This is an optimization exercise on Yosys and OpenROAD, whose aim is small area and a short achievable clock period, not a production implementation.
Function was checked by simulation only, so behaviour that the tests miss may differ from the original.
Power figures rest on the tool's default switching activity, not on a simulated workload.

==> config.mk <==
export PLATFORM = sky130hd
export DESIGN_NAME = filter
export DESIGN_NICKNAME = filter
export VERILOG_FILES = /design/flow/design.v
export SDC_FILE = /design/flow/constraint.sdc
export NUM_CORES = 4
export LEC_CHECK = 0
export CAP_MARGIN = 20
export CORE_MARGIN = 2
export CORE_UTILIZATION = 40
export SLEW_MARGIN = 20
==> constraint.sdc <==
create_clock -name core_clock -period 10.0 [get_ports {clk}]
set_input_delay 2.0000 -clock core_clock [delete_from_list [all_inputs] [get_ports {clk}]]
set_output_delay 2.0000 -clock core_clock [all_outputs]
set_load 0.01 [all_outputs]
==> design.v <==
module multiply
  (
   input wire [15:0]  x,
   input wire [23:0]  d,    
   output wire [15:0] z0,
   output wire [15:0] z1,
   output wire        zg,
   output wire [5:0]  zl0,
   output wire [5:0]  zl1
   );
   wire [17:0] xs = {x[15], x, 1'b0};
   wire one0 = d[0], two0 = d[1], neg0 = d[2];
   wire [16:0] pp0 = (({17{one0}} & xs[17:1]) | ({17{two0}} & xs[16:0])) ^ {17{neg0}};
   wire one1 = d[3], two1 = d[4], neg1 = d[5];
   wire [16:0] pp1 = (({17{one1}} & xs[17:1]) | ({17{two1}} & xs[16:0])) ^ {17{neg1}};
   wire one2 = d[6], two2 = d[7], neg2 = d[8];
   wire [16:0] pp2 = (({17{one2}} & xs[17:1]) | ({17{two2}} & xs[16:0])) ^ {17{neg2}};
   wire one3 = d[9], two3 = d[10], neg3 = d[11];
   wire [16:0] pp3 = (({17{one3}} & xs[17:1]) | ({17{two3}} & xs[16:0])) ^ {17{neg3}};
   wire one4 = d[12], two4 = d[13], neg4 = d[14];
   wire [16:0] pp4 = (({17{one4}} & xs[17:1]) | ({17{two4}} & xs[16:0])) ^ {17{neg4}};
   wire one5 = d[15], two5 = d[16], neg5 = d[17];
   wire [16:0] pp5 = (({17{one5}} & xs[17:1]) | ({17{two5}} & xs[16:0])) ^ {17{neg5}};
   wire one6 = d[18], two6 = d[19], neg6 = d[20];
   wire [16:0] pp6 = (({17{one6}} & xs[17:1]) | ({17{two6}} & xs[16:0])) ^ {17{neg6}};
   wire one7 = d[21], two7 = d[22], neg7 = d[23];
   wire [16:0] pp7 = (({17{one7}} & xs[17:1]) | ({17{two7}} & xs[16:0])) ^ {17{neg7}};
   wire n0 = pp0[10] ^ pp1[8];
   wire n1 = pp0[10] & pp1[8];
   wire n2 = pp0[11] ^ pp1[9];
   wire n3 = pp0[11] & pp1[9];
   wire n4 = pp0[12] ^ pp1[10] ^ pp2[8];
   wire n5 = (pp0[12] & pp1[10]) | (pp0[12] & pp2[8]) | (pp1[10] & pp2[8]);
   wire n6 = pp3[6] ^ pp4[4];
   wire n7 = pp3[6] & pp4[4];
   wire n8 = pp0[13] ^ pp1[11] ^ pp2[9];
   wire n9 = (pp0[13] & pp1[11]) | (pp0[13] & pp2[9]) | (pp1[11] & pp2[9]);
   wire n10 = pp3[7] ^ pp4[5];
   wire n11 = pp3[7] & pp4[5];
   wire n12 = pp0[14] ^ pp1[12] ^ pp2[10];
   wire n13 = (pp0[14] & pp1[12]) | (pp0[14] & pp2[10]) | (pp1[12] & pp2[10]);
   wire n14 = pp3[8] ^ pp4[6] ^ pp5[4];
   wire n15 = (pp3[8] & pp4[6]) | (pp3[8] & pp5[4]) | (pp4[6] & pp5[4]);
   wire n16 = pp6[2] ^ pp7[0];
   wire n17 = pp6[2] & pp7[0];
   wire n18 = pp0[15] ^ pp1[13] ^ pp2[11];
   wire n19 = (pp0[15] & pp1[13]) | (pp0[15] & pp2[11]) | (pp1[13] & pp2[11]);
   wire n20 = pp3[9] ^ pp4[7] ^ pp5[5];
   wire n21 = (pp3[9] & pp4[7]) | (pp3[9] & pp5[5]) | (pp4[7] & pp5[5]);
   wire n22 = pp6[3] ^ pp7[1];
   wire n23 = pp6[3] & pp7[1];
   wire n24 = ~pp0[16] ^ pp1[14] ^ pp2[12];
   wire n25 = (~pp0[16] & pp1[14]) | (~pp0[16] & pp2[12]) | (pp1[14] & pp2[12]);
   wire n26 = pp3[10] ^ pp4[8] ^ pp5[6];
   wire n27 = (pp3[10] & pp4[8]) | (pp3[10] & pp5[6]) | (pp4[8] & pp5[6]);
   wire n28 = pp6[4] ^ pp7[2];
   wire n29 = pp6[4] & pp7[2];
   wire n30 = pp1[15] ^ pp2[13] ^ pp3[11];
   wire n31 = (pp1[15] & pp2[13]) | (pp1[15] & pp3[11]) | (pp2[13] & pp3[11]);
   wire n32 = pp4[9] ^ pp5[7] ^ pp6[5];
   wire n33 = (pp4[9] & pp5[7]) | (pp4[9] & pp6[5]) | (pp5[7] & pp6[5]);
   wire n34 = ~pp1[16] ^ pp2[14] ^ pp3[12];
   wire n35 = (~pp1[16] & pp2[14]) | (~pp1[16] & pp3[12]) | (pp2[14] & pp3[12]);
   wire n36 = pp4[10] ^ pp5[8];
   wire n37 = pp4[10] & pp5[8];
   wire n38 = pp2[15] ^ pp3[13] ^ pp4[11];
   wire n39 = (pp2[15] & pp3[13]) | (pp2[15] & pp4[11]) | (pp3[13] & pp4[11]);
   wire n40 = ~pp2[16] ^ pp3[14];
   wire n41 = ~pp2[16] & pp3[14];
   wire n42 = pp0[6] ^ pp1[4];
   wire n43 = pp0[6] & pp1[4];
   wire n44 = pp0[7] ^ pp1[5];
   wire n45 = pp0[7] & pp1[5];
   wire n46 = pp0[8] ^ pp1[6] ^ pp2[4];
   wire n47 = (pp0[8] & pp1[6]) | (pp0[8] & pp2[4]) | (pp1[6] & pp2[4]);
   wire n48 = pp3[2] ^ pp4[0];
   wire n49 = pp3[2] & pp4[0];
   wire n50 = pp0[9] ^ pp1[7] ^ pp2[5];
   wire n51 = (pp0[9] & pp1[7]) | (pp0[9] & pp2[5]) | (pp1[7] & pp2[5]);
   wire n52 = pp3[3] ^ pp4[1];
   wire n53 = pp3[3] & pp4[1];
   wire n54 = n0 ^ pp2[6] ^ pp3[4];
   wire n55 = (n0 & pp2[6]) | (n0 & pp3[4]) | (pp2[6] & pp3[4]);
   wire n56 = pp4[2] ^ pp5[0] ^ neg5;
   wire n57 = (pp4[2] & pp5[0]) | (pp4[2] & neg5) | (pp5[0] & neg5);
   wire n58 = n1 ^ n2 ^ pp2[7];
   wire n59 = (n1 & n2) | (n1 & pp2[7]) | (n2 & pp2[7]);
   wire n60 = pp3[5] ^ pp4[3] ^ pp5[1];
   wire n61 = (pp3[5] & pp4[3]) | (pp3[5] & pp5[1]) | (pp4[3] & pp5[1]);
   wire n62 = n3 ^ n4 ^ n6;
   wire n63 = (n3 & n4) | (n3 & n6) | (n4 & n6);
   wire n64 = pp5[2] ^ pp6[0] ^ neg6;
   wire n65 = (pp5[2] & pp6[0]) | (pp5[2] & neg6) | (pp6[0] & neg6);
   wire n66 = n5 ^ n7 ^ n8;
   wire n67 = (n5 & n7) | (n5 & n8) | (n7 & n8);
   wire n68 = n10 ^ pp5[3] ^ pp6[1];
   wire n69 = (n10 & pp5[3]) | (n10 & pp6[1]) | (pp5[3] & pp6[1]);
   wire n70 = n9 ^ n11 ^ n12;
   wire n71 = (n9 & n11) | (n9 & n12) | (n11 & n12);
   wire n72 = n14 ^ n16 ^ neg7;
   wire n73 = (n14 & n16) | (n14 & neg7) | (n16 & neg7);
   wire n74 = n13 ^ n15 ^ n17;
   wire n75 = (n13 & n15) | (n13 & n17) | (n15 & n17);
   wire n76 = n18 ^ n20 ^ n22;
   wire n77 = (n18 & n20) | (n18 & n22) | (n20 & n22);
   wire n78 = n19 ^ n21 ^ n23;
   wire n79 = (n19 & n21) | (n19 & n23) | (n21 & n23);
   wire n80 = n24 ^ n26 ^ n28;
   wire n81 = (n24 & n26) | (n24 & n28) | (n26 & n28);
   wire n82 = n25 ^ n27 ^ n29;
   wire n83 = (n25 & n27) | (n25 & n29) | (n27 & n29);
   wire n84 = n30 ^ n32 ^ pp7[3];
   wire n85 = (n30 & n32) | (n30 & pp7[3]) | (n32 & pp7[3]);
   wire n86 = n31 ^ n33 ^ n34;
   wire n87 = (n31 & n33) | (n31 & n34) | (n33 & n34);
   wire n88 = n36 ^ pp6[6] ^ pp7[4];
   wire n89 = (n36 & pp6[6]) | (n36 & pp7[4]) | (pp6[6] & pp7[4]);
   wire n90 = n35 ^ n37 ^ n38;
   wire n91 = (n35 & n37) | (n35 & n38) | (n37 & n38);
   wire n92 = pp5[9] ^ pp6[7] ^ pp7[5];
   wire n93 = (pp5[9] & pp6[7]) | (pp5[9] & pp7[5]) | (pp6[7] & pp7[5]);
   wire n94 = n39 ^ n40 ^ pp4[12];
   wire n95 = (n39 & n40) | (n39 & pp4[12]) | (n40 & pp4[12]);
   wire n96 = pp5[10] ^ pp6[8] ^ pp7[6];
   wire n97 = (pp5[10] & pp6[8]) | (pp5[10] & pp7[6]) | (pp6[8] & pp7[6]);
   wire n98 = n41 ^ pp3[15] ^ pp4[13];
   wire n99 = (n41 & pp3[15]) | (n41 & pp4[13]) | (pp3[15] & pp4[13]);
   wire n100 = pp5[11] ^ pp6[9] ^ pp7[7];
   wire n101 = (pp5[11] & pp6[9]) | (pp5[11] & pp7[7]) | (pp6[9] & pp7[7]);
   wire n102 = ~pp3[16] ^ pp4[14] ^ pp5[12];
   wire n103 = (~pp3[16] & pp4[14]) | (~pp3[16] & pp5[12]) | (pp4[14] & pp5[12]);
   wire n104 = pp6[10] ^ pp7[8];
   wire n105 = pp6[10] & pp7[8];
   wire n106 = pp4[15] ^ pp5[13] ^ pp6[11];
   wire n107 = (pp4[15] & pp5[13]) | (pp4[15] & pp6[11]) | (pp5[13] & pp6[11]);
   wire n108 = ~pp4[16] ^ pp5[14];
   wire n109 = ~pp4[16] & pp5[14];
   wire n110 = pp0[4] ^ pp1[2];
   wire n111 = pp0[4] & pp1[2];
   wire n112 = pp0[5] ^ pp1[3];
   wire n113 = pp0[5] & pp1[3];
   wire n114 = n42 ^ pp2[2] ^ pp3[0];
   wire n115 = (n42 & pp2[2]) | (n42 & pp3[0]) | (pp2[2] & pp3[0]);
   wire n116 = n43 ^ n44 ^ pp2[3];
   wire n117 = (n43 & n44) | (n43 & pp2[3]) | (n44 & pp2[3]);
   wire n118 = n45 ^ n46 ^ n48;
   wire n119 = (n45 & n46) | (n45 & n48) | (n46 & n48);
   wire n120 = n47 ^ n49 ^ n50;
   wire n121 = (n47 & n49) | (n47 & n50) | (n49 & n50);
   wire n122 = n51 ^ n53 ^ n54;
   wire n123 = (n51 & n53) | (n51 & n54) | (n53 & n54);
   wire n124 = n55 ^ n57 ^ n58;
   wire n125 = (n55 & n57) | (n55 & n58) | (n57 & n58);
   wire n126 = n59 ^ n61 ^ n62;
   wire n127 = (n59 & n61) | (n59 & n62) | (n61 & n62);
   wire n128 = n63 ^ n65 ^ n66;
   wire n129 = (n63 & n65) | (n63 & n66) | (n65 & n66);
   wire n130 = n67 ^ n69 ^ n70;
   wire n131 = (n67 & n69) | (n67 & n70) | (n69 & n70);
   wire n132 = n71 ^ n73 ^ n74;
   wire n133 = (n71 & n73) | (n71 & n74) | (n73 & n74);
   wire n134 = n75 ^ n77 ^ n78;
   wire n135 = (n75 & n77) | (n75 & n78) | (n77 & n78);
   wire n136 = n79 ^ n81 ^ n82;
   wire n137 = (n79 & n81) | (n79 & n82) | (n81 & n82);
   wire n138 = n83 ^ n85 ^ n86;
   wire n139 = (n83 & n85) | (n83 & n86) | (n85 & n86);
   wire n140 = n87 ^ n89 ^ n90;
   wire n141 = (n87 & n89) | (n87 & n90) | (n89 & n90);
   wire n142 = n91 ^ n93 ^ n94;
   wire n143 = (n91 & n93) | (n91 & n94) | (n93 & n94);
   wire n144 = n95 ^ n97 ^ n98;
   wire n145 = (n95 & n97) | (n95 & n98) | (n97 & n98);
   wire n146 = n99 ^ n101 ^ n102;
   wire n147 = (n99 & n101) | (n99 & n102) | (n101 & n102);
   wire n148 = n103 ^ n105 ^ n106;
   wire n149 = (n103 & n105) | (n103 & n106) | (n105 & n106);
   wire n150 = n107 ^ n108 ^ pp6[12];
   wire n151 = (n107 & n108) | (n107 & pp6[12]) | (n108 & pp6[12]);
   wire n152 = n109 ^ pp5[15] ^ pp6[13];
   wire n153 = (n109 & pp5[15]) | (n109 & pp6[13]) | (pp5[15] & pp6[13]);
   wire n154 = ~pp5[16] ^ pp6[14];
   wire n155 = ~pp5[16] & pp6[14];
   wire n156 = pp0[2] ^ pp1[0];
   wire n157 = pp0[2] & pp1[0];
   wire n158 = pp0[3] ^ pp1[1];
   wire n159 = pp0[3] & pp1[1];
   wire n160 = n110 ^ pp2[0] ^ neg2;
   wire n161 = (n110 & pp2[0]) | (n110 & neg2) | (pp2[0] & neg2);
   wire n162 = n111 ^ n112 ^ pp2[1];
   wire n163 = (n111 & n112) | (n111 & pp2[1]) | (n112 & pp2[1]);
   wire n164 = n113 ^ n114 ^ neg3;
   wire n165 = (n113 & n114) | (n113 & neg3) | (n114 & neg3);
   wire n166 = n115 ^ n116 ^ pp3[1];
   wire n167 = (n115 & n116) | (n115 & pp3[1]) | (n116 & pp3[1]);
   wire n168 = n117 ^ n118 ^ neg4;
   wire n169 = (n117 & n118) | (n117 & neg4) | (n118 & neg4);
   wire n170 = n119 ^ n120 ^ n52;
   wire n171 = (n119 & n120) | (n119 & n52) | (n120 & n52);
   wire n172 = n121 ^ n122 ^ n56;
   wire n173 = (n121 & n122) | (n121 & n56) | (n122 & n56);
   wire n174 = n123 ^ n124 ^ n60;
   wire n175 = (n123 & n124) | (n123 & n60) | (n124 & n60);
   wire n176 = n125 ^ n126 ^ n64;
   wire n177 = (n125 & n126) | (n125 & n64) | (n126 & n64);
   wire n178 = n127 ^ n128 ^ n68;
   wire n179 = (n127 & n128) | (n127 & n68) | (n128 & n68);
   wire n180 = n129 ^ n130 ^ n72;
   wire n181 = (n129 & n130) | (n129 & n72) | (n130 & n72);
   wire n182 = n131 ^ n132 ^ n76;
   wire n183 = (n131 & n132) | (n131 & n76) | (n132 & n76);
   wire n184 = n133 ^ n134 ^ n80;
   wire n185 = (n133 & n134) | (n133 & n80) | (n134 & n80);
   wire n186 = n135 ^ n136 ^ n84;
   wire n187 = (n135 & n136) | (n135 & n84) | (n136 & n84);
   wire n188 = n137 ^ n138 ^ n88;
   wire n189 = (n137 & n138) | (n137 & n88) | (n138 & n88);
   wire n190 = n139 ^ n140 ^ n92;
   wire n191 = (n139 & n140) | (n139 & n92) | (n140 & n92);
   wire n192 = n141 ^ n142 ^ n96;
   wire n193 = (n141 & n142) | (n141 & n96) | (n142 & n96);
   wire n194 = n143 ^ n144 ^ n100;
   wire n195 = (n143 & n144) | (n143 & n100) | (n144 & n100);
   wire n196 = n145 ^ n146 ^ n104;
   wire n197 = (n145 & n146) | (n145 & n104) | (n146 & n104);
   wire n198 = n147 ^ n148 ^ pp7[9];
   wire n199 = (n147 & n148) | (n147 & pp7[9]) | (n148 & pp7[9]);
   wire n200 = n149 ^ n150 ^ pp7[10];
   wire n201 = (n149 & n150) | (n149 & pp7[10]) | (n150 & pp7[10]);
   wire n202 = n151 ^ n152 ^ pp7[11];
   wire n203 = (n151 & n152) | (n151 & pp7[11]) | (n152 & pp7[11]);
   wire n204 = n153 ^ n154 ^ pp7[12];
   wire n205 = (n153 & n154) | (n153 & pp7[12]) | (n154 & pp7[12]);
   wire n206 = n155 ^ pp6[15] ^ pp7[13];
   wire n207 = (n155 & pp6[15]) | (n155 & pp7[13]) | (pp6[15] & pp7[13]);
   wire n208 = ~pp6[16] ^ pp7[14];
   wire n209 = ~pp6[16] & pp7[14];
   wire n210 = pp0[0] & neg0;
   wire n211 = pp0[0] | neg0;
   wire n212 = n156 & neg1;
   wire n213 = n156 | neg1;
   wire n214 = n157 & n158;
   wire n215 = n157 | n158;
   wire n216 = n159 & n160;
   wire n217 = n159 | n160;
   wire n218 = n161 & n162;
   wire n219 = n161 | n162;
   wire n220 = n163 & n164;
   wire n221 = n163 | n164;
   wire n222 = n165 & n166;
   wire n223 = n165 | n166;
   wire n224 = n167 & n168;
   wire n225 = n167 | n168;
   wire n226 = pp0[1] & n210;
   wire n227 = pp0[1] & n211;
   wire n228 = n214 | (n215 & n212);
   wire n229 = n215 & n213;
   wire n230 = n228 | (n229 & n226);
   wire n231 = n229 & n227;
   wire n232 = n218 | (n219 & n216);
   wire n233 = n219 & n217;
   wire n234 = n224 | (n225 & n222);
   wire n235 = n225 & n223;
   wire n236 = n234 | (n235 & n220);
   wire n237 = n235 & n221;
   wire n238 = n236 | (n237 & n232);
   wire n239 = n237 & n233;
   wire n240 = n238 | (n239 & n230);
   wire n241 = n239 & n231;
   assign zg = n240;
   assign zl0 = {n179, n177, n175, n173, n171, n169};
   assign zl1 = {n180, n178, n176, n174, n172, n170};
   assign z0 = {~pp7[16], n209, n207, n205, n203, n201, n199, n197, n195, n193, n191, n189, n187, n185, n183, n181};
   assign z1 = {1'b0, pp7[15], n208, n206, n204, n202, n200, n198, n196, n194, n192, n190, n188, n186, n184, n182};
endmodule
module recode
  (
   input wire [15:0]  y,
   output wire [23:0] d
   );
   wire [16:0] yy = {y, 1'b0};
   genvar j;
   generate
      for (j = 0; j < 8; j = j + 1) begin: dig
         wire b2 = yy[2*j+2], b1 = yy[2*j+1], b0 = yy[2*j];
         assign d[3*j]   = b1 ^ b0;
         assign d[3*j+1] = (b2 & ~b1 & ~b0) | (~b2 & b1 & b0);
         assign d[3*j+2] = b2 & ~(b1 & b0);
      end
   endgenerate
endmodule
module summult
  (
   input wire         clk,
   input wire         first,
   input wire [15:0]  a0,
   input wire [15:0]  a1,
   input wire         ag,
   input wire [5:0]  al0,
   input wire [5:0]  al1,
   input wire [15:0]  b0,
   input wire [15:0]  b1,
   input wire         bg,
   input wire [5:0]  bl0,
   input wire [5:0]  bl1,
   output reg [15:0]  sum
   );
   reg [15:0] acc0, acc1;
   wire [15:0] q0 = first ? 16'hAAB0 : acc0;
   wire [15:0] q1 = first ? 16'h0000 : acc1;
   wire s0 = al0[0] & al1[0];
   wire s1 = al0[0] | al1[0];
   wire s2 = al0[1] & al1[1];
   wire s3 = al0[1] | al1[1];
   wire s4 = al0[2] & al1[2];
   wire s5 = al0[2] | al1[2];
   wire s6 = al0[3] & al1[3];
   wire s7 = al0[3] | al1[3];
   wire s8 = al0[4] & al1[4];
   wire s9 = al0[4] | al1[4];
   wire s10 = al0[5] & al1[5];
   wire s11 = al0[5] | al1[5];
   wire s12 = s2 | (s3 & s0);
   wire s13 = s3 & s1;
   wire s14 = s12 | (s13 & ag);
   wire s15 = s6 | (s7 & s4);
   wire s16 = s7 & s5;
   wire s17 = s10 | (s11 & s8);
   wire s18 = s11 & s9;
   wire s19 = s17 | (s18 & s15);
   wire s20 = s18 & s16;
   wire s21 = s19 | (s20 & s14);
   wire s22 = bl0[0] & bl1[0];
   wire s23 = bl0[0] | bl1[0];
   wire s24 = bl0[1] & bl1[1];
   wire s25 = bl0[1] | bl1[1];
   wire s26 = bl0[2] & bl1[2];
   wire s27 = bl0[2] | bl1[2];
   wire s28 = bl0[3] & bl1[3];
   wire s29 = bl0[3] | bl1[3];
   wire s30 = bl0[4] & bl1[4];
   wire s31 = bl0[4] | bl1[4];
   wire s32 = bl0[5] & bl1[5];
   wire s33 = bl0[5] | bl1[5];
   wire s34 = s24 | (s25 & s22);
   wire s35 = s25 & s23;
   wire s36 = s34 | (s35 & bg);
   wire s37 = s28 | (s29 & s26);
   wire s38 = s29 & s27;
   wire s39 = s32 | (s33 & s30);
   wire s40 = s33 & s31;
   wire s41 = s39 | (s40 & s37);
   wire s42 = s40 & s38;
   wire s43 = s41 | (s42 & s36);
   wire s44 = q0[0] ^ q1[0] ^ a0[0];
   wire s45 = (q0[0] & q1[0]) | (q0[0] & a0[0]) | (q1[0] & a0[0]);
   wire s46 = q0[1] ^ q1[1];
   wire s47 = q0[1] & q1[1];
   wire s48 = q0[2] ^ q1[2];
   wire s49 = q0[2] & q1[2];
   wire s50 = q0[3] ^ q1[3];
   wire s51 = q0[3] & q1[3];
   wire s52 = q0[4] ^ q1[4];
   wire s53 = q0[4] & q1[4];
   wire s54 = q0[5] ^ q1[5];
   wire s55 = q0[5] & q1[5];
   wire s56 = q0[6] ^ q1[6];
   wire s57 = q0[6] & q1[6];
   wire s58 = q0[7] ^ q1[7];
   wire s59 = q0[7] & q1[7];
   wire s60 = q0[8] ^ q1[8];
   wire s61 = q0[8] & q1[8];
   wire s62 = q0[9] ^ q1[9];
   wire s63 = q0[9] & q1[9];
   wire s64 = q0[10] ^ q1[10];
   wire s65 = q0[10] & q1[10];
   wire s66 = q0[11] ^ q1[11];
   wire s67 = q0[11] & q1[11];
   wire s68 = q0[12] ^ q1[12];
   wire s69 = q0[12] & q1[12];
   wire s70 = q0[13] ^ q1[13];
   wire s71 = q0[13] & q1[13];
   wire s72 = q0[14] ^ q1[14];
   wire s73 = q0[14] & q1[14];
   wire s74 = q0[15] ^ q1[15];
   wire s75 = q0[15] & q1[15];
   wire s76 = s44 ^ a1[0] ^ b0[0];
   wire s77 = (s44 & a1[0]) | (s44 & b0[0]) | (a1[0] & b0[0]);
   wire s78 = s45 ^ s46 ^ a0[1];
   wire s79 = (s45 & s46) | (s45 & a0[1]) | (s46 & a0[1]);
   wire s80 = a1[1] ^ b0[1];
   wire s81 = a1[1] & b0[1];
   wire s82 = s47 ^ s48 ^ a0[2];
   wire s83 = (s47 & s48) | (s47 & a0[2]) | (s48 & a0[2]);
   wire s84 = a1[2] ^ b0[2] ^ b1[2];
   wire s85 = (a1[2] & b0[2]) | (a1[2] & b1[2]) | (b0[2] & b1[2]);
   wire s86 = s49 ^ s50 ^ a0[3];
   wire s87 = (s49 & s50) | (s49 & a0[3]) | (s50 & a0[3]);
   wire s88 = a1[3] ^ b0[3] ^ b1[3];
   wire s89 = (a1[3] & b0[3]) | (a1[3] & b1[3]) | (b0[3] & b1[3]);
   wire s90 = s51 ^ s52 ^ a0[4];
   wire s91 = (s51 & s52) | (s51 & a0[4]) | (s52 & a0[4]);
   wire s92 = a1[4] ^ b0[4] ^ b1[4];
   wire s93 = (a1[4] & b0[4]) | (a1[4] & b1[4]) | (b0[4] & b1[4]);
   wire s94 = s53 ^ s54 ^ a0[5];
   wire s95 = (s53 & s54) | (s53 & a0[5]) | (s54 & a0[5]);
   wire s96 = a1[5] ^ b0[5] ^ b1[5];
   wire s97 = (a1[5] & b0[5]) | (a1[5] & b1[5]) | (b0[5] & b1[5]);
   wire s98 = s55 ^ s56 ^ a0[6];
   wire s99 = (s55 & s56) | (s55 & a0[6]) | (s56 & a0[6]);
   wire s100 = a1[6] ^ b0[6] ^ b1[6];
   wire s101 = (a1[6] & b0[6]) | (a1[6] & b1[6]) | (b0[6] & b1[6]);
   wire s102 = s57 ^ s58 ^ a0[7];
   wire s103 = (s57 & s58) | (s57 & a0[7]) | (s58 & a0[7]);
   wire s104 = a1[7] ^ b0[7] ^ b1[7];
   wire s105 = (a1[7] & b0[7]) | (a1[7] & b1[7]) | (b0[7] & b1[7]);
   wire s106 = s59 ^ s60 ^ a0[8];
   wire s107 = (s59 & s60) | (s59 & a0[8]) | (s60 & a0[8]);
   wire s108 = a1[8] ^ b0[8] ^ b1[8];
   wire s109 = (a1[8] & b0[8]) | (a1[8] & b1[8]) | (b0[8] & b1[8]);
   wire s110 = s61 ^ s62 ^ a0[9];
   wire s111 = (s61 & s62) | (s61 & a0[9]) | (s62 & a0[9]);
   wire s112 = a1[9] ^ b0[9] ^ b1[9];
   wire s113 = (a1[9] & b0[9]) | (a1[9] & b1[9]) | (b0[9] & b1[9]);
   wire s114 = s63 ^ s64 ^ a0[10];
   wire s115 = (s63 & s64) | (s63 & a0[10]) | (s64 & a0[10]);
   wire s116 = a1[10] ^ b0[10] ^ b1[10];
   wire s117 = (a1[10] & b0[10]) | (a1[10] & b1[10]) | (b0[10] & b1[10]);
   wire s118 = s65 ^ s66 ^ a0[11];
   wire s119 = (s65 & s66) | (s65 & a0[11]) | (s66 & a0[11]);
   wire s120 = a1[11] ^ b0[11] ^ b1[11];
   wire s121 = (a1[11] & b0[11]) | (a1[11] & b1[11]) | (b0[11] & b1[11]);
   wire s122 = s67 ^ s68 ^ a0[12];
   wire s123 = (s67 & s68) | (s67 & a0[12]) | (s68 & a0[12]);
   wire s124 = a1[12] ^ b0[12] ^ b1[12];
   wire s125 = (a1[12] & b0[12]) | (a1[12] & b1[12]) | (b0[12] & b1[12]);
   wire s126 = s69 ^ s70 ^ a0[13];
   wire s127 = (s69 & s70) | (s69 & a0[13]) | (s70 & a0[13]);
   wire s128 = a1[13] ^ b0[13] ^ b1[13];
   wire s129 = (a1[13] & b0[13]) | (a1[13] & b1[13]) | (b0[13] & b1[13]);
   wire s130 = s71 ^ s72 ^ a0[14];
   wire s131 = (s71 & s72) | (s71 & a0[14]) | (s72 & a0[14]);
   wire s132 = a1[14] ^ b0[14] ^ b1[14];
   wire s133 = (a1[14] & b0[14]) | (a1[14] & b1[14]) | (b0[14] & b1[14]);
   wire s134 = s73 ^ s74 ^ a0[15];
   wire s135 = (s73 & s74) | (s73 & a0[15]) | (s74 & a0[15]);
   wire s136 = a1[15] ^ b0[15] ^ b1[15];
   wire s137 = (a1[15] & b0[15]) | (a1[15] & b1[15]) | (b0[15] & b1[15]);
   wire s138 = s76 ^ b1[0];
   wire s139 = s76 & b1[0];
   wire s140 = s77 ^ s78 ^ s80;
   wire s141 = (s77 & s78) | (s77 & s80) | (s78 & s80);
   wire s142 = s79 ^ s81 ^ s82;
   wire s143 = (s79 & s81) | (s79 & s82) | (s81 & s82);
   wire s144 = s83 ^ s85 ^ s86;
   wire s145 = (s83 & s85) | (s83 & s86) | (s85 & s86);
   wire s146 = s87 ^ s89 ^ s90;
   wire s147 = (s87 & s89) | (s87 & s90) | (s89 & s90);
   wire s148 = s91 ^ s93 ^ s94;
   wire s149 = (s91 & s93) | (s91 & s94) | (s93 & s94);
   wire s150 = s95 ^ s97 ^ s98;
   wire s151 = (s95 & s97) | (s95 & s98) | (s97 & s98);
   wire s152 = s99 ^ s101 ^ s102;
   wire s153 = (s99 & s101) | (s99 & s102) | (s101 & s102);
   wire s154 = s103 ^ s105 ^ s106;
   wire s155 = (s103 & s105) | (s103 & s106) | (s105 & s106);
   wire s156 = s107 ^ s109 ^ s110;
   wire s157 = (s107 & s109) | (s107 & s110) | (s109 & s110);
   wire s158 = s111 ^ s113 ^ s114;
   wire s159 = (s111 & s113) | (s111 & s114) | (s113 & s114);
   wire s160 = s115 ^ s117 ^ s118;
   wire s161 = (s115 & s117) | (s115 & s118) | (s117 & s118);
   wire s162 = s119 ^ s121 ^ s122;
   wire s163 = (s119 & s121) | (s119 & s122) | (s121 & s122);
   wire s164 = s123 ^ s125 ^ s126;
   wire s165 = (s123 & s125) | (s123 & s126) | (s125 & s126);
   wire s166 = s127 ^ s129 ^ s130;
   wire s167 = (s127 & s129) | (s127 & s130) | (s129 & s130);
   wire s168 = s131 ^ s133 ^ s134;
   wire s169 = (s131 & s133) | (s131 & s134) | (s133 & s134);
   wire s170 = s138 ^ s21;
   wire s171 = s138 & s21;
   wire s172 = s139 ^ s140 ^ b1[1];
   wire s173 = (s139 & s140) | (s139 & b1[1]) | (s140 & b1[1]);
   wire s174 = s141 ^ s142 ^ s84;
   wire s175 = (s141 & s142) | (s141 & s84) | (s142 & s84);
   wire s176 = s143 ^ s144 ^ s88;
   wire s177 = (s143 & s144) | (s143 & s88) | (s144 & s88);
   wire s178 = s145 ^ s146 ^ s92;
   wire s179 = (s145 & s146) | (s145 & s92) | (s146 & s92);
   wire s180 = s147 ^ s148 ^ s96;
   wire s181 = (s147 & s148) | (s147 & s96) | (s148 & s96);
   wire s182 = s149 ^ s150 ^ s100;
   wire s183 = (s149 & s150) | (s149 & s100) | (s150 & s100);
   wire s184 = s151 ^ s152 ^ s104;
   wire s185 = (s151 & s152) | (s151 & s104) | (s152 & s104);
   wire s186 = s153 ^ s154 ^ s108;
   wire s187 = (s153 & s154) | (s153 & s108) | (s154 & s108);
   wire s188 = s155 ^ s156 ^ s112;
   wire s189 = (s155 & s156) | (s155 & s112) | (s156 & s112);
   wire s190 = s157 ^ s158 ^ s116;
   wire s191 = (s157 & s158) | (s157 & s116) | (s158 & s116);
   wire s192 = s159 ^ s160 ^ s120;
   wire s193 = (s159 & s160) | (s159 & s120) | (s160 & s120);
   wire s194 = s161 ^ s162 ^ s124;
   wire s195 = (s161 & s162) | (s161 & s124) | (s162 & s124);
   wire s196 = s163 ^ s164 ^ s128;
   wire s197 = (s163 & s164) | (s163 & s128) | (s164 & s128);
   wire s198 = s165 ^ s166 ^ s132;
   wire s199 = (s165 & s166) | (s165 & s132) | (s166 & s132);
   wire s200 = s167 ^ s168 ^ s136;
   wire s201 = (s167 & s168) | (s167 & s136) | (s168 & s136);
   wire [15:0] r0 = {s199, s197, s195, s193, s191, s189, s187, s185, s183, s181, s179, s177, s175, s173, s171, s170};
   wire [15:0] r1 = {s200, s198, s196, s194, s192, s190, s188, s186, s184, s182, s180, s178, s176, s174, s172, s43};
   always @(posedge clk) begin
      acc0 <= r0;
      acc1 <= r1;
      sum <= acc0 + acc1;
   end
endmodule
module filter
  #(
    parameter WIDTH = 32,
    parameter MWIDTH = 1,
    parameter FLTLEN = 8,
    parameter ID = 123
    )
   (
    input wire                   clk,
    input wire                   rst_n,
    input wire [WIDTH-1:0]       in_data,
    input wire                   in_nd,
    input wire [MWIDTH-1:0]      in_m,
    input wire [32-1:0]  in_msg,
    input wire                   in_msg_nd,
    output wire [WIDTH-1:0]      out_data,
    output wire                  out_nd,
    output wire [MWIDTH-1:0]     out_m,
    output wire                  error
    );
   integer j;
   reg [1:0] g;
   always @(posedge clk)
     if (!rst_n)
       g <= 2'd0;
     else
       g <= g + 2'd1;
   wire last = (g == 2'd3);
   reg [2:0]   which_pos;
   reg         setting_taps;
   reg         tap_set_error;
   assign error = tap_set_error;
   wire hdr    = in_msg[32-1];
   wire our_id = (in_msg[16:7] == ID);
   always @(posedge clk)
     if (!rst_n) begin
        setting_taps <= 1'b0;
        tap_set_error <= 1'b0;
     end else if (in_msg_nd) begin
        if (hdr) begin
           if (setting_taps)
             tap_set_error <= 1'b1;
           if (our_id) begin
              which_pos <= 3'd0;
              setting_taps <= 1'b1;
           end
        end else if (setting_taps) begin
           if (which_pos == 3'd7) begin
              which_pos <= 3'd0;
              setting_taps <= 1'b0;
           end else
             which_pos <= which_pos + 3'd1;
        end
     end
   reg [15:0]  tr [0:7];
   reg [7:0]   tv;
   wire [2:0]  wslot = which_pos - {g, 1'b0} - 3'd2;
   wire        twr = in_msg_nd & setting_taps;
   reg [15:0]  tr_d [0:7];
   reg [7:0]   tv_d;
   always @* begin
      for (j = 0; j < 8; j = j + 1) begin
         tr_d[j] = (twr && wslot == j) ? in_msg[15:0] : tr[(j+2)%8];
         tv_d[j] = rst_n & ((twr && wslot == j) | tv[(j+2)%8]);
      end
   end
   always @(posedge clk)
     for (j = 0; j < 8; j = j + 1)
       tr[j] <= tr_d[j];
   always @(posedge clk)
     tv <= tv_d;
   reg [31:0]  inbuf;
   reg         mbuf;
   reg         pending;
   always @(posedge clk)
     if (in_nd) begin
        inbuf <= in_data;
        mbuf <= in_m;
     end
   always @(posedge clk)
     if (!rst_n)
       pending <= 1'b0;
     else
       pending <= in_nd | (pending & ~last);
   wire ins = pending & last;
   reg [31:0]  hr [0:7];
   reg [7:0]   hv;
   always @(posedge clk)
     if (ins) begin
        hr[0] <= inbuf;
        for (j = 1; j < 8; j = j + 1)
          hr[j] <= hr[(j+1)%8];
     end else
       for (j = 0; j < 8; j = j + 1)
         hr[j] <= hr[(j+2)%8];
   wire [7:0]  hv_d = !rst_n ? 8'd0 :
                      ins ? ({hv[0], hv[7:1]} | 8'd1) : {hv[1:0], hv[7:2]};
   always @(posedge clk)
     hv <= hv_d;
   reg [6:0]   q;
   always @(posedge clk)
     if (!rst_n)
       q <= 7'd0;
     else
       q <= {q[5:0], ins};
   assign out_nd = q[6];
   reg mframe, mout;
   always @(posedge clk)
     if (last) begin
        mout <= mframe;
        if (pending)
          mframe <= mbuf;
     end
   assign out_m = mout;
   wire [15:0] ta_d = tr[2] & {16{tv[2] & hv_d[0]}};
   wire [15:0] tb_d = tr[3] & {16{tv[3] & hv_d[1]}};
   wire [23:0] da_d, db_d;
   recode rca (.y(ta_d), .d(da_d));
   recode rcb (.y(tb_d), .d(db_d));
   reg [23:0]  da, db;
   always @(posedge clk) begin
      da <= da_d;
      db <= db_d;
   end
   localparam K = 8;             
   localparam W = 14 - K;
   wire [15:0]  ra0, ra1, rb0, rb1, ia0, ia1, ib0, ib1;
   wire         rag, rbg, iag, ibg;
   wire [W-1:0] ral0, ral1, rbl0, rbl1, ial0, ial1, ibl0, ibl1;
   multiply mra (.x(hr[0][31:16]), .d(da), .z0(ra0), .z1(ra1), .zg(rag), .zl0(ral0), .zl1(ral1));
   multiply mrb (.x(hr[1][31:16]), .d(db), .z0(rb0), .z1(rb1), .zg(rbg), .zl0(rbl0), .zl1(rbl1));
   multiply mia (.x(hr[0][15:0]),  .d(da), .z0(ia0), .z1(ia1), .zg(iag), .zl0(ial0), .zl1(ial1));
   multiply mib (.x(hr[1][15:0]),  .d(db), .z0(ib0), .z1(ib1), .zg(ibg), .zl0(ibl0), .zl1(ibl1));
   reg [15:0]  pra0, pra1, prb0, prb1, pia0, pia1, pib0, pib1;
   reg         prag, prbg, piag, pibg;
   reg [W-1:0] pral0, pral1, prbl0, prbl1, pial0, pial1, pibl0, pibl1;
   always @(posedge clk) begin
      pra0 <= ra0; pra1 <= ra1; prag <= rag; pral0 <= ral0; pral1 <= ral1;
      prb0 <= rb0; prb1 <= rb1; prbg <= rbg; prbl0 <= rbl0; prbl1 <= rbl1;
      pia0 <= ia0; pia1 <= ia1; piag <= iag; pial0 <= ial0; pial1 <= ial1;
      pib0 <= ib0; pib1 <= ib1; pibg <= ibg; pibl0 <= ibl0; pibl1 <= ibl1;
   end
   wire [15:0] acc_re, acc_im;
   summult sre (.clk(clk), .first(q[1]),
                .a0(pra0), .a1(pra1), .ag(prag), .al0(pral0), .al1(pral1),
                .b0(prb0), .b1(prb1), .bg(prbg), .bl0(prbl0), .bl1(prbl1),
                .sum(acc_re));
   summult sim (.clk(clk), .first(q[1]),
                .a0(pia0), .a1(pia1), .ag(piag), .al0(pial0), .al1(pial1),
                .b0(pib0), .b1(pib1), .bg(pibg), .bl0(pibl0), .bl1(pibl1),
                .sum(acc_im));
   assign out_data = {acc_re, acc_im};
endmodule
==> flow/run.sh <==
#!/bin/bash
# Standard layout, with timing repair aiming past the 10 ns constraint and
# regular buffers on the ports. Each tool's log stays under orfs/logs/.
set -euo pipefail
bash standard.sh SETUP_SLACK_MARGIN=6.8 "BUFFER_PORTS_ARGS=-buffer_cell sky130_fd_sc_hd__buf_2" finish > make_finish.log 2>&1
==> standard.sh <==
#!/bin/bash
# synth_recipe.tcl (not shown) runs the flow's synth.tcl, then flattens the netlist and writes it again
# the make line also repeats each setting of config.mk as NAME=value (left out here)
make -C /OpenROAD-flow-scripts/flow DESIGN_CONFIG=/design/flow/config.mk WORK_HOME=/design/flow/orfs CLKGATE_MAP_FILE= SYNTH_SCRIPT=/design/flow/synth_recipe.tcl "${@:-finish}"
==> results of run 1 <==
## power groups by stage
stage | registers (uW) | logic (uW) | clock network (uW)
finish | 3810 | 1430 | 3290
CTS | 3800 | 1450 | 3380
global route | 3850 | 1680 | 3510
detailed placement | 3860 | 1420 | 0
global placement | 3850 | 1390 | 0
floorplan | 3700 | 1140 | 0
## flip-flops by register name, summed over array words and instances (netlist names), 16 cells and up
signal	count
sre.acc1	16
prb0	16
pra0	16
sim.acc1	16
inbuf	32
da	24
hr	256
sre.sum	16
sre.acc0	16
pib0	16
pia0	16
sim.acc0	16
sim.sum	16
db	24
tr	128
## kinds of logic after synthesis
family                     count (synthesis)  share of synthesized area
and+or+nand+nor                         1082                     0.0966
buffers and inverters                    916                     0.0747
DFF                                      770                      0.342
adders and majority gates                640                      0.244
AOI/OAI and AO/OA                        639                     0.0996
xor gates and xnor gates                 577                      0.110
muxes                                    139                     0.0337
## final cells by class
cell class	instances	area, um2	share of cell area
Clock inverter	40	559	0.0103
Timing Repair Buffer	286	3350	0.0619
Sequential cell	770	16100	0.296
Multi-Input combinational cell	3077	27800	0.514
Antenna cell	1	2.50	0.0000462
Clock buffer	118	2450	0.0453
Tap cell	1512	1890	0.0349
Inverter	531	2030	0.0374
## metrics by stage
stage | hold slack [ns] | area, um2 | power [uW]
floorplan | 0.400 | 46300 | 4840
global placement | 0.402 | 47600 | 5240
detailed placement | 0.418 | 47600 | 5280
CTS | 0.390 | 52800 | 8630
global route | 0.418 | 54200 | 9040
finish | 0.384 | 54200 | 8530
## worst max-delay path, stage by stage (launching register included)
cell and delay (ns):
sky130_fd_sc_hd__dfxtp_4 0.45, sky130_fd_sc_hd__buf_12 0.18, sky130_fd_sc_hd__a22oi_2 0.06, sky130_fd_sc_hd__xor2_1 0.18, sky130_fd_sc_hd__fa_1 0.56, sky130_fd_sc_hd__inv_2 0.04
sky130_fd_sc_hd__fa_1 0.57, sky130_fd_sc_hd__inv_1 0.07, sky130_fd_sc_hd__fa_1 0.54, sky130_fd_sc_hd__nor2b_2 0.07, sky130_fd_sc_hd__a311oi_2 0.18, sky130_fd_sc_hd__o21ai_1 0.09
sky130_fd_sc_hd__nor2_1 0.10, sky130_fd_sc_hd__nor2_1 0.05
## worst paths after layout
kind,from,end,slack (ns),depth (start not counted)
worst min register to register,hr[2][1],hr[1][1],0.38,2
worst max register to register,da[6],piag,6.74,13
worst max-delay path,da[6],piag,6.74,13
worst min-delay path,hr[2][1],hr[1][1],0.38,2
## timing repair
| item | CTS | global route |
|---|---|---|
| endpoints found under the hold margin | 0 | 0 |
| resized for setup | 290 | 209 |
| hold buffers | 0 | 0 |
| setup buffers | 55 | 34 |
| cloned | 21 | 13 |
| pin swaps | 58 | 128 |
| endpoints found under the setup margin | 120 | 81 |
## placed cells by master, fill, tap and decap left out, types with 10 or more instances in the layout
cell type,instances
sky130_fd_sc_hd__buf_16,12
sky130_fd_sc_hd__buf_8,10
sky130_fd_sc_hd__edfxtp_1,38
sky130_fd_sc_hd__dfxtp_1,644
sky130_fd_sc_hd__and2_1,10
sky130_fd_sc_hd__o21ai_0,38
sky130_fd_sc_hd__o21ai_1,10
sky130_fd_sc_hd__xnor2_2,36
sky130_fd_sc_hd__maj3_2,13
sky130_fd_sc_hd__inv_2,29
sky130_fd_sc_hd__buf_6,26
sky130_fd_sc_hd__fa_1,410
sky130_fd_sc_hd__dfxtp_4,59
sky130_fd_sc_hd__or2_2,12
sky130_fd_sc_hd__a21oi_1,39
sky130_fd_sc_hd__maj3_1,21
sky130_fd_sc_hd__clkinv_2,19
sky130_fd_sc_hd__bufbuf_16,13
sky130_fd_sc_hd__buf_4,89
sky130_fd_sc_hd__nor2_1,78
sky130_fd_sc_hd__dfxtp_2,29
sky130_fd_sc_hd__nor2b_1,66
sky130_fd_sc_hd__xor2_1,191
sky130_fd_sc_hd__buf_2,86
sky130_fd_sc_hd__a21boi_0,12
sky130_fd_sc_hd__inv_1,497
sky130_fd_sc_hd__buf_12,36
sky130_fd_sc_hd__clkbuf_1,16
sky130_fd_sc_hd__o21a_1,16
sky130_fd_sc_hd__ha_1,166
sky130_fd_sc_hd__a22oi_2,97
sky130_fd_sc_hd__a21o_1,11
sky130_fd_sc_hd__a22oi_1,379
sky130_fd_sc_hd__nand2_1,848
sky130_fd_sc_hd__clkbuf_16,101
sky130_fd_sc_hd__clkbuf_8,15
sky130_fd_sc_hd__xnor2_1,345
sky130_fd_sc_hd__fa_2,30
sky130_fd_sc_hd__and3_1,36
sky130_fd_sc_hd__mux2_2,131
## per-layer routing
layer | track usage | wire length [um] | up-vias
li1 | - | - | 15100
met1 | 0.294 | 56200 | 16100
met2 | 0.310 | 53700 | 1388
met3 | 0.0464 | 11300 | 335
met4 | 0.0889 | 6180 | 8
met5 | 0 | 35 | -
==> notes.md, run 1 <==
- The run finished with no timing, DRC or antenna violations.
- The wire length of the first global-routing pass is 192 mm.
- The share of total power dissipated in combinational logic is 0.168.
- Buffers inserted during clock tree synthesis total 85.
- The most used flip-flop cell after synthesis is sky130_fd_sc_hd__dfxtp_1.
- In the final layout, the share of cells above drive strength 1 is 0.184.
- The post-layout net count is 5426.
- Setup violations remaining at the end of the flow were counted as 0.
- For this run, the detailed router's first-pass iteration total came to 6.
- Global routing finished with a remaining overflow of 0.
- The share of the synthesized area in the top cell type is 0.318.
- The worst setup timing slack at the placement stage is 6.20 ns.
- Counting along the longest clock path gives a buffer depth of 3.
- The total count of hold-check failures in the final report is 0.
- The worst setup path is launched from a flip-flop.
- Dividing the detail-routed via count by the number of cells gives 5.20.
- The synthesized instance count is 4763.
- Yosys printed 8 warnings.
- The post-synthesis area per instance is slightly below 10 um2.
- The post-synth net total is ~5400.
- After the flow finishes, the layout carries non-filler instances totaling 6335.
- Counting instances in the post-synthesis netlist gives the leading cell types as sky130_fd_sc_hd__nand2_1, sky130_fd_sc_hd__dfxtp_1, sky130_fd_sc_hd__inv_1.
- The final routed DRC violation total is 0.
- CTS saw 770 sinks.
- Data on the critical path arrives at its endpoint at 3.85 ns.
- In the finished design, the share of the clock period the worst path needs comes to 0.326.
- The number of max-slew violations in the final report came to 0.
- The mapped netlist covers about 0.046 mm2.
- The die covers 0.118 mm2.
- The maximum number of pins on one net before global-route repair is 93.
- The share of total power dissipated in the clock network is 0.385.
- In this run, synthesis produced a sequential element count of 770.
- The weighted congestion at the end of routability-driven global placement is 0.847.
- The kind of critical path is reg2reg.
- The relative contribution of sequential cells to total power is 0.447.
- Summed over all layers, the routed wires come to about 130 mm.
- The initial antenna violation count is 5.
- Measured along the y axis, the die boundary spans 344 um.
- The worst hold path belongs to the class reg2reg.
- For this run, the total global-route usage over all layers was measured as 0.209.
- In the post-synthesis netlist, the cell with the most instances is sky130_fd_sc_hd__nand2_1.
- The x dimension of the die is 344 um.
- The via count of the first global-routing pass came to approximately 33000.
- During I/O placement, the number of pins put on the boundary was 104.
- Measured on the finished design, the core utilization comes to 0.474.
- The library cell with the largest summed area after synthesis is sky130_fd_sc_hd__dfxtp_1.
- The core region is 0.114 mm2.
- The leakage power is 0.0235 uW.
- The final total negative setup slack is 0 ns.
- Setup slack closes at 6.74 ns.
- Setup repair after global routing could not meet its margin everywhere.
- TritonCTS built the clock tree.
- For the pin with the worst max-slew slack, the measured transition is 1.02 ns.
- In this run the number of H-tree levels came out at 3.
- The upper clock frequency limit is slightly above 0.3 GHz.
- The vias after detailed routing is between 30000 and 40000.
- Counting tap cells, the placed design contains a total of about 6100 instances.
- Data on the critical path is required at its endpoint by 10.59 ns.
- CTS placed an instance of sky130_fd_sc_hd__clkbuf_16 at the clock tree root.
- In this run, distinct cell masters in the synthesized netlist total 55.
- The clock latency at the later pin of the worst-skew pair is 0.71 ns.
- In this run, the number of DRC markers left after iteration 0 of detailed routing was 2986.
- The count of input and output buffers is roughly 90.
- The minimum clock period after layout is roughly 3.3 ns.
- The CTS clock-pin slew for the worst setup and hold paths is 0.06 ns.
- The share of synthesized flip-flops with an asynchronous set or reset is 0.
- After synthesis, the cell types taking the most area are sky130_fd_sc_hd__dfxtp_1, sky130_fd_sc_hd__fa_1, sky130_fd_sc_hd__a22oi_1.
- STA classifies the critical path endpoint as a flip-flop.
- Compared with the post-synthesis result, the final layout area differs by 17.4%.
- The average wire per cell in the routed design is about 20 um.
- In this run the remaining antenna-violating nets after routing total 0.
- The switching power of the nets is 2460 uW.
- The design internal power is 6070 uW.
- Between clock sinks in the finished design, the worst skew comes to 0.0490 ns.
- The fraction of the yosys area taken by sequential cells is 0.342.
- The tool flagged a number of max-cap violations equal to 0.
- The maximum fanout along the worst path is 5.
- Yosys mapped a number of flops with a built-in enable equal to 38.
- The starting density of the core is 0.404.
- The highest ir drop seen on vdd is around 0.00015 V.
- In this run the power density over the cells is 157 mW/mm2.
- Of the total power, the share spent switching nets is 0.289.
- Detailed placement finished with a half-perimeter wire length of 75.6 mm.
- The fill cell total of the finished layout is 10500.
- In this run the core area contains ~120 standard-cell rows.
- Measured against its own limit, the worst slew margin works out to 0.316.
==> run 2: changes to the inputs <==
==> flow/run.sh (replaced) <==
#!/bin/bash
# Standard layout, with timing repair aiming past the 10 ns constraint and
# regular buffers on the ports. Each tool's log stays under orfs/logs/.
set -euo pipefail
bash standard.sh SETUP_SLACK_MARGIN=6.5 "BUFFER_PORTS_ARGS=-buffer_cell sky130_fd_sc_hd__buf_2" finish > make_finish.log 2>&1
--- a/config.mk
+++ b/config.mk
@@ -5,6 +5,7 @@
 export SDC_FILE = /design/flow/constraint.sdc
 export NUM_CORES = 4
 export LEC_CHECK = 0
+export ABC_CLOCK_PERIOD_IN_PS = 3400
 export CAP_MARGIN = 20
 export CORE_MARGIN = 2
 export CORE_UTILIZATION = 40
==> notes.md, run 2 <==
- The flow ran to the end and the layout has no timing, DRC or antenna violations.
- The final wirelength is about 120 mm.
- In the routed design, unresolved DRC markers number 0.
- Clock tree synthesis inserted a total of 84 buffers.
- Cell internal power was estimated by the tool at about 6000 uW.
- The cell depth of the worst min-delay path is 2.
- The library cell with the largest summed area after synthesis is sky130_fd_sc_hd__dfxtp_1.
- The share of synthesized flip-flops with an asynchronous set or reset is 0.
- Setup repair after global routing could not meet its margin everywhere.
- For this run, the total global-route usage over all layers was measured as 0.197.
- In the final layout, the share of cells above drive strength 1 is 0.113.
- Once detail routing completed, the nets flagged for antenna violations numbered 0.
- The initial antenna violation count came to 5.
- Of the available clock period, the critical path in the final layout requires 0.342.
- The number of enable-type register cells in the synthesized netlist is 38.
- The average instance in the mapped netlist occupies just under 10 um2.
- The flip-flop count of the largest register, all copies and words added is ~260.
- The die is 344 um tall.
- STA puts the critical path data required time at around 11 ns.
- The detailed-placement wirelength estimate is 76.3 mm.
- The number of failing setup endpoints in the final timing report is 0.
- Of the total synthesized cell area, the portion taken by AND, OR, NAND and NOR gates is 0.0966.
- TritonCTS built the clock tree.
- The number of max-slew violations in the final report is 0.
- The worst register-to-register path has a depth of 7.
- The internal reg-to-reg setup slack is 6.58 ns.
- The startpoint identified for the worst register-to-register timing path is da[17].
- The setup skew after layout is 0.0535 ns.
- Pin placement for this block handled around 100 I/O pins.
- The longest clock path from root to sink contains 3 buffers.
- The maximum level of the CTS H-tree is 3.
- The adder-cell share of the synthesized area is 0.244.
- Global routing finished with a remaining overflow of 0.
- The vias after detailed routing is 31600.
- The kind of critical path is reg2reg.
- The first global-routing pass estimated 184 mm of wire.
- Among all cell types in the netlist, the one instantiated most often is sky130_fd_sc_hd__nand2_1.
- The switching power of the nets is ~2400 uW.
- The portion of netlist area occupied by mux cells is 0.0337.
- The final design area excluding fillers is 0.0510 mm2.
- The weighted congestion at the end of routability-driven global placement is between 0.8 and 0.9.
- Of the total synthesized cell area, the portion taken by XOR and XNOR cells is 0.110.
- Synthesis instantiated 55 different standard cells from the library.
- The post-synthesis instance area is around 0.046 mm2.
- The tool flagged a number of max-cap violations equal to 0.
- The transition time at the pin with the least slew margin is 1.01 ns.
- The worst path needs between 3 and 4 ns of the cycle, external delays included.
- The synthesis-to-finish area growth is 10.4%.
- The endpoint of the worst hold path is hr[1][5].
- The launching element type of the critical path is a flip-flop.
- Traced cell by cell, the critical path runs through buf_4 -> xor2_1 -> fa_1 -> fa_1 -> fa_1 -> inv_1 -> fa_1.
- The logic depth of the worst path, buffers included is 7.
- The highest ir drop seen on vdd is 0.000139 V.
- Clock tree synthesis selected as its root buffer the cell sky130_fd_sc_hd__clkbuf_16.
- For this design the ratio of total power to cell area is 166 mW/mm2.
- Of the total power, registers draw 0.448.
- The combinational family with the most area after synthesis is adder cells.
- In the final layout, the registers with the most flip-flops are hr x256, tr x128, inbuf x32.
- The via count of the first global-routing pass is 31800.
- Among the stages of the critical path, the cell type that occurs most often is sky130_fd_sc_hd__fa_1.
- The first-pass iteration count of the detailed router is 7.
- Summed over all cells, the static leakage comes to 0.0221 uW.
- The worst reg2reg path endpoint is pia1[0].
- The kind of cell adding the most delay to the critical path is adder cells.
- The synthesized design contains 770 register bits.
- The cell type of the slowest stage on the worst timing path is sky130_fd_sc_hd__buf_4.
- The path class of the lowest-slack min-delay path is reg2reg.
- The clock latency at the later pin of the worst-skew pair is ~0.70 ns.
- The utilization of the core after routing is 0.446.
- The largest single stage delay on the critical path is 0.56 ns.
- By area the synthesized netlist is led by sky130_fd_sc_hd__dfxtp_1, sky130_fd_sc_hd__fa_1, sky130_fd_sc_hd__a22oi_1.
- The number of warning messages in the yosys log is 8.
- The commonest non-fill, non-tap cell in the layout is sky130_fd_sc_hd__nand2_1.
- The logic gate share of total power is 0.168.
- The number of rows in the core area is 124.
- The beginning of the worst hold path is hr[2][5].
- After synthesis, the most frequently instantiated cells are sky130_fd_sc_hd__nand2_1, sky130_fd_sc_hd__dfxtp_1, sky130_fd_sc_hd__inv_1.
- Entering global routing, the biggest net connects 105 pins.
- The upper clock frequency limit is 0.292 GHz.
- The starting density of the core is 0.404.
- Of the total power, the share spent switching nets is 0.289.
- The detailed router finished its first iteration with about 2500 violations.
- The area enclosed by the die boundary is 0.118 mm2.
- The worst path buffer plus inverter count is 2.
- The worst pin sits at a relative slew slack of 0.327.
- The register with the most flip-flops is hr.
- Of the synthesized area, sequential elements account for 0.342.
- The compound-gate portion of the synthesized area is 0.0996.
- The post-place instance area is approximately 0.048 mm2.
- The post-synth net total is ~5400.
- The share of the synthesized area in the top cell type is 0.318.
- The maximum fanout along the worst path is 34.
- The endpoint kind of the worst setup timing path is a flip-flop.
- The core area is 0.114 mm2.
- Data on the critical path arrives at its endpoint at between 3 and 4 ns.
- Of the total power, the clock network draws 0.384.
- In the final routed layout, each cell accounts on average for 18.6 um.
- The predominant post-synthesis flop cell is sky130_fd_sc_hd__dfxtp_1.
- The x dimension of the die is 344 um.
- Clock-pin slew was measured on the worst setup and hold paths at ~0.070 ns.
- The post-layout net count is 5312.
- The total count of hold-check failures in the final report came to 0.
- Counting every instance in the synthesized netlist gives 4763.
- Counting every sink on the clock net gives 770.
- The library cells used most frequently in the layout, excluding fill and tap cells, are sky130_fd_sc_hd__nand2_1, sky130_fd_sc_hd__dfxtp_1, sky130_fd_sc_hd__inv_1.
- Input and output buffers added on the ports amount to 89.
- In the final timing run, aggregate negative setup slack is 0 ns.
- The via density per instance is 5.08.
[run 2: metal layers]
metal	up-vias	global-route usage	share of wire
met4	8	0.0716	0.036
met5	-	0	0.00046
met2	1092	0.301	0.43
met3	215	0.0388	0.072
li1	14900	-	-
met1	15400	0.277	0.46
[run 2: power groups by stage]
stage                     Sequential, uW  Clock, uW  Combinational [uW]
after CTS                           3790       3340                1460
after global routing                3830       3470                1670
after floorplan                     3700          0                1130
after global placement              3840          0                1420
after detailed placement            3850          0                1440
final                               3790       3240                1420
[run 2: cell families after synthesis]
group                      Yosys count
and+or+nand+nor                   1082
buffers and inverters              916
DFF                                770
adders and majority gates          640
AOI/OAI and AO/OA                  639
xor gates and xnor gates           577
muxes                              139
[run 2: cell type report]
| type | instances | area, um2 |
|---|---|---|
| timing repair buffer | 173 | 1280 |
| sequential | 770 | 15900 |
| inverter | 531 | 2010 |
| antenna | 1 | 2.50 |
| fill | 10800 | 63400 |
| clock buffer | 116 | 2400 |
| clock inverter | 40 | 557 |
| tap | 1512 | 1890 |
| multi-input combinational | 3077 | 26900 |
[run 2: tightest hold or removal path: stages, from the launching register on]
cell and delay [ns]:
sky130_fd_sc_hd__dfxtp_1 0.31, sky130_fd_sc_hd__nand2_1 0.05, sky130_fd_sc_hd__nand2_1 0.04
[run 2: worst max path at each step]
stage                     endpoint  slack, ns  startpoint
after floorplan           pibl1[4]       6.52       db[5]
after detailed placement      prbg       6.21   hr[1][21]
after global routing          piag       6.45       da[7]
after CTS                     piag       6.51    hr[0][1]
after global placement    prbl1[3]       6.27   hr[1][23]
final                      pia1[0]       6.58      da[17]
[run 2: stage by stage]
step                std cells  power, uW  hold WS, ns  setup WS, ns
floorplan                4763       4830        0.400          6.52
global placement         6059       5260        0.402          6.27
detailed placement       6059       5290        0.411          6.21
CTS                      6215       8580        0.371          6.51
global route             6219       8970        0.393          6.45
finish                   6220       8450        0.377          6.58
[run 2: what timing repair did]
action / in CTS / in global routing
pin swaps: 0 / 0
setup endpoints to repair: 73 / 45
resized for setup: 40 / 46
gates cloned: 0 / 0
buffers inserted: 0 / 4
hold buffers: 0 / 0
==> run 3: changes to the inputs <==
--- a/config.mk
+++ b/config.mk
@@ -5,7 +5,6 @@
 export SDC_FILE = /design/flow/constraint.sdc
 export NUM_CORES = 4
 export LEC_CHECK = 0
-export ABC_CLOCK_PERIOD_IN_PS = 3400
 export CAP_MARGIN = 20
 export CORE_MARGIN = 2
 export CORE_UTILIZATION = 40
==> notes.md, run 3 <==
- Of the total synthesized cell area, the portion taken by AND, OR, NAND and NOR gates is 0.0966.
- The internal reg-to-reg setup slack is 6.58 ns.
- Wires add up to 116 mm.
- The library cell with the largest summed area after synthesis is sky130_fd_sc_hd__dfxtp_1.
- Counting flops and latches in the post-synthesis netlist gives 770.
- The worst register-to-register path ends at pia1[0].
- For this run, global-route usage on met2 was measured as 0.301.
- The wire length of the first global-routing pass is roughly 180 mm.
- The number of warning messages in the yosys log is 8.
- The share of the synthesized area in the top cell type is 0.318.
- The CTS tree is yes.
- The first-pass iteration count of the detailed router is 7.
- The average wire per cell in the routed design is 18.6 um.
- The maximum fanout along the worst path is 34.
- The startpoint of the worst-slack reg-to-reg timing path is da[17].
- The starting DRC count in detailed routing is 2518.
- Yosys instantiated no cell more often than sky130_fd_sc_hd__nand2_1.
- The via count of the first global-routing pass came to 31800.
- Relative to the synthesized area, the layout overhead comes to 10.4%.
- The number of failing setup endpoints in the final timing report is 0.
- The weighted congestion at the end of routability-driven global placement is between 0.8 and 0.9.
- The post-layout net count is 5312.
- met2 is the most crowded layer.
- The number of max-slew violations in the final report was 0.
- The post-synthesis area per instance is 9.69 um2.
- After synthesis, the cell types taking the most area are sky130_fd_sc_hd__dfxtp_1, sky130_fd_sc_hd__fa_1, sky130_fd_sc_hd__a22oi_1.
- The minimum clock period after layout is 3.42 ns.
- The power density of the placed cells is roughly 170 mW/mm2.
- The number of cells on the worst reg-to-reg path is 7.
- ~100 I/O pins were placed.
- The data arrival time of the worst path is 3.95 ns.
- Dividing the final minimum period by the clock period gives 0.342.
- The clock latency at the later pin of the worst-skew pair is 0.70 ns.
- The final routed DRC violation total is 0.
- In the layout the commonest cells are sky130_fd_sc_hd__nand2_1, sky130_fd_sc_hd__dfxtp_1, sky130_fd_sc_hd__inv_1.
- The cell type of the slowest stage on the worst timing path is sky130_fd_sc_hd__buf_4.
- The count of unique library cells instantiated by Yosys is 55.
- For this run, the register share of the synthesized area comes to 0.342.
- The final design area excluding fillers is ~0.051 mm2.
- The path class of the tightest hold or removal check is reg2reg.
- The maximum root-to-sink buffer count is 3.
- The x dimension of the die is 344 um.
- The predominant post-synthesis flop cell is sky130_fd_sc_hd__dfxtp_1.
- The register with the most flip-flops is hr.
- After synthesis, the largest family of logic cells by area is adder cells.
- By count the netlist is led by sky130_fd_sc_hd__nand2_1, sky130_fd_sc_hd__dfxtp_1, sky130_fd_sc_hd__inv_1.
- Measured on the finished design, the core utilization comes to 0.446.
- The vias after detailed routing is around 32000.
- The flow ran to the end and the layout has no timing, DRC or antenna violations.
- Summed over all cells, the static leakage comes to 0.0221 uW.
- The number of violations of the max-capacitance limit is 0.
- The upper clock frequency limit is 0.292 GHz.
- The cell that appears most often on the critical path is sky130_fd_sc_hd__fa_1.
- The CTS clock-pin slew for the worst setup and hold paths is 0.07 ns.
- The post-synthesis instance area is 0.0461 mm2.
- The kind of critical path is reg2reg.
- The core area is 0.114 mm2.
- The launching element type of the critical path is a flip-flop.
- The compound-gate portion of the synthesized area is 0.0996.
- The initial antenna violation count is 5.
- The met3 track demand over resource is 0.0388.
- The residual antenna-violating net count after detailed routing is 0.
- Setup repair after global routing could not meet its margin everywhere.
- The post-synth net total is 5438.
- In the final timing run, aggregate negative setup slack is 0 ns.
- The portion of netlist area occupied by mux cells is 0.0337.
- After global routing the overflow that remains totals 0.
- In this design, the stage delay of the slowest critical-path cell is 0.56 ns.
- Entering global routing, the biggest net connects 105 pins.
- The detailed-placement wirelength estimate is 76.3 mm.
- The xor/xnor share of the synthesized area is 0.110.
- Across the VDD grid, the largest voltage drop is 0.000139 V.
- In the synthesized netlist, the number of instances is 4763.
- The overall routing resource usage is 0.197.
- The data required time at the worst endpoint is about 11 ns.
- In the final layout, the share of cells above drive strength 1 is 0.113.
- Yosys mapped a number of flops with a built-in enable equal to 38.
- Dividing the detail-routed via count by the number of cells gives 5.08.
- In this run the number of H-tree levels came out at 3.
- The clock buffer count from CTS is 84.
- The die outline height is 344 um.
- The last element of the critical path is pia1[0].
- Of the total synthesized cell area, the portion taken by full adders, half adders and majority gates is 0.244.
- The total count of hold-check failures in the final report is 0.
- Walking the worst path, the cells encountered are buf_4 -> xor2_1 -> fa_1 -> fa_1 -> fa_1 -> inv_1 -> fa_1.
- Leaving out fill and tap cells, the most frequent cell in the layout is sky130_fd_sc_hd__nand2_1.
- The flip-flop count of the largest register, all copies and words added is 256.
- The largest registers in the layout are hr x256, tr x128, inbuf x32.
- The die covers 0.118 mm2.
- At the pin with the least slew margin, the transition time is 1.01 ns.
- For met1 alone, demand over resource in global routing was 0.277.
- The number of rows in the core area is approximately 120.
- The number of hold buffers added after cts is 0.
- The worst relative slew slack is 0.327.
- The post-place instance area is 0.0477 mm2.
- For the final database, setup skew stands at ~0.053 ns.
- The initial utilization of the core area, before any placement, comes to 0.404.
- The endpoint kind of the worst setup timing path is a flip-flop.
- The count of input and output buffers is 89.
- The clock root buffer is sky130_fd_sc_hd__clkbuf_16.
- In this run the worst setup path begins at da[17].
- The count of clock tree sinks is 770.
- The share of synthesized flip-flops with an asynchronous set or reset is 0.
-- run 3: cell counts in the layout (fill, tap and decap cells not counted) --
Identical to the previous run, type by type.
-- run 3: what timing repair did --
| action | in CTS | in global routing |
|---|---|---|
| gates resized for setup | 40 | 46 |
| endpoints found under the setup margin | 73 | 45 |
| buffers inserted | 0 | 4 |
| pin swaps | 0 | 0 |
| gates cloned | 0 | 0 |
-- run 3: power breakdown --
part           switching (uW)  leakage (uW)  total (uW)  internal, uW
sequential                292       0.00636        3790          3490
clock                    1360       0.00144        3240          1880
combinational             789        0.0143        1420           632
-- run 3: kinds of logic (layout without fill, tap and decap cells) --
family,after synthesis,in the layout
AND/OR/NAND/NOR,1082,1082
buffers and inverters,916,860
flip-flops,770,770
adder cells (fa/ha/maj),640,640
AO/OA/AOI/OAI,639,639
XOR/XNOR,577,577
multiplexers,139,139
other,0,1
-- run 3: worst min path at each step --
stage | from | to | depth (start not counted)
final | hr[2][5] | hr[1][5] | 2
after global routing | hr[2][5] | hr[0][5] | 2
after CTS | hr[2][5] | hr[1][5] | 2
after detailed placement | mbuf | mframe | 0
after global placement | mbuf | mframe | 0
after floorplan | tr[2][0] | da[1] | 1
-- run 3: metal layers --
layer / routed length (um) / vias to the layer above
met5: 53 / -
met2: 50000 / 1092
met4: 4190 / 8
li1: - / 14900
met3: 8300 / 215
met1: 52900 / 15400
-- run 3: cell type report --
cell class | instances | area [um2]
inverter | 531 | 2010
antenna | 1 | 2.50
clock buffer | 116 | 2400
sequential | 770 | 15900
clock inverter | 40 | 557
tap | 1512 | 1890
timing repair buffer | 173 | 1280
fill | 10800 | 63400
multi-input combinational | 3077 | 26900
-- run 3: critical path, delay by kind of cell (launching register included) --
kind                       cells  cell delay, ns
adders and majority gates      4            2.10
xor gates and xnor gates       1            0.20
DFF                            1            0.32
buffers and inverters          2            0.62
-- run 3: through the flow --
step                total power [uW]  instances  setup slack [ns]  hold slack, ns
finish                          8450       6220              6.58           0.377
CTS                             8580       6215              6.51           0.371
detailed placement              5290       6059              6.21           0.411
global placement                5260       6059              6.27           0.402
floorplan                       4830       4763              6.52           0.400
global route                    8970       6219              6.45           0.393

==> re-timing with driven ports <==
Ports are ideal in the flow. The routed layouts listed here were re-timed in OpenROAD. Step 1 sets driving cells, clkbuf_16 on the clock port and buf_2 on the other inputs (assumed; they add their load-dependent delay and slew). Step 2 times the ports against the registers' clock, not the clock port: input delays grow and output delays shrink by t, the midpoint of the rising clock arrivals with the driver on. a / b / c = ideal / step 1 / step 2; a / b = the first two.
run | t, ns | setup slack, ns | hold slack, ns
run 1 | 0.756 | 6.742 / 6.680 / 6.293 | 0.384 / 0.384 / 0.384
run 2 | 0.748 | 6.578 / 6.578 / 6.342 | 0.377 / 0.377 / 0.377
run 3 | 0.748 | 6.578 / 6.578 / 6.342 | 0.377 / 0.377 / 0.377
After both steps every run listed still meets setup and hold. The setup slack of run 1, which loses most, moves by -0.062 ns with the drivers and by -0.449 ns with both steps.
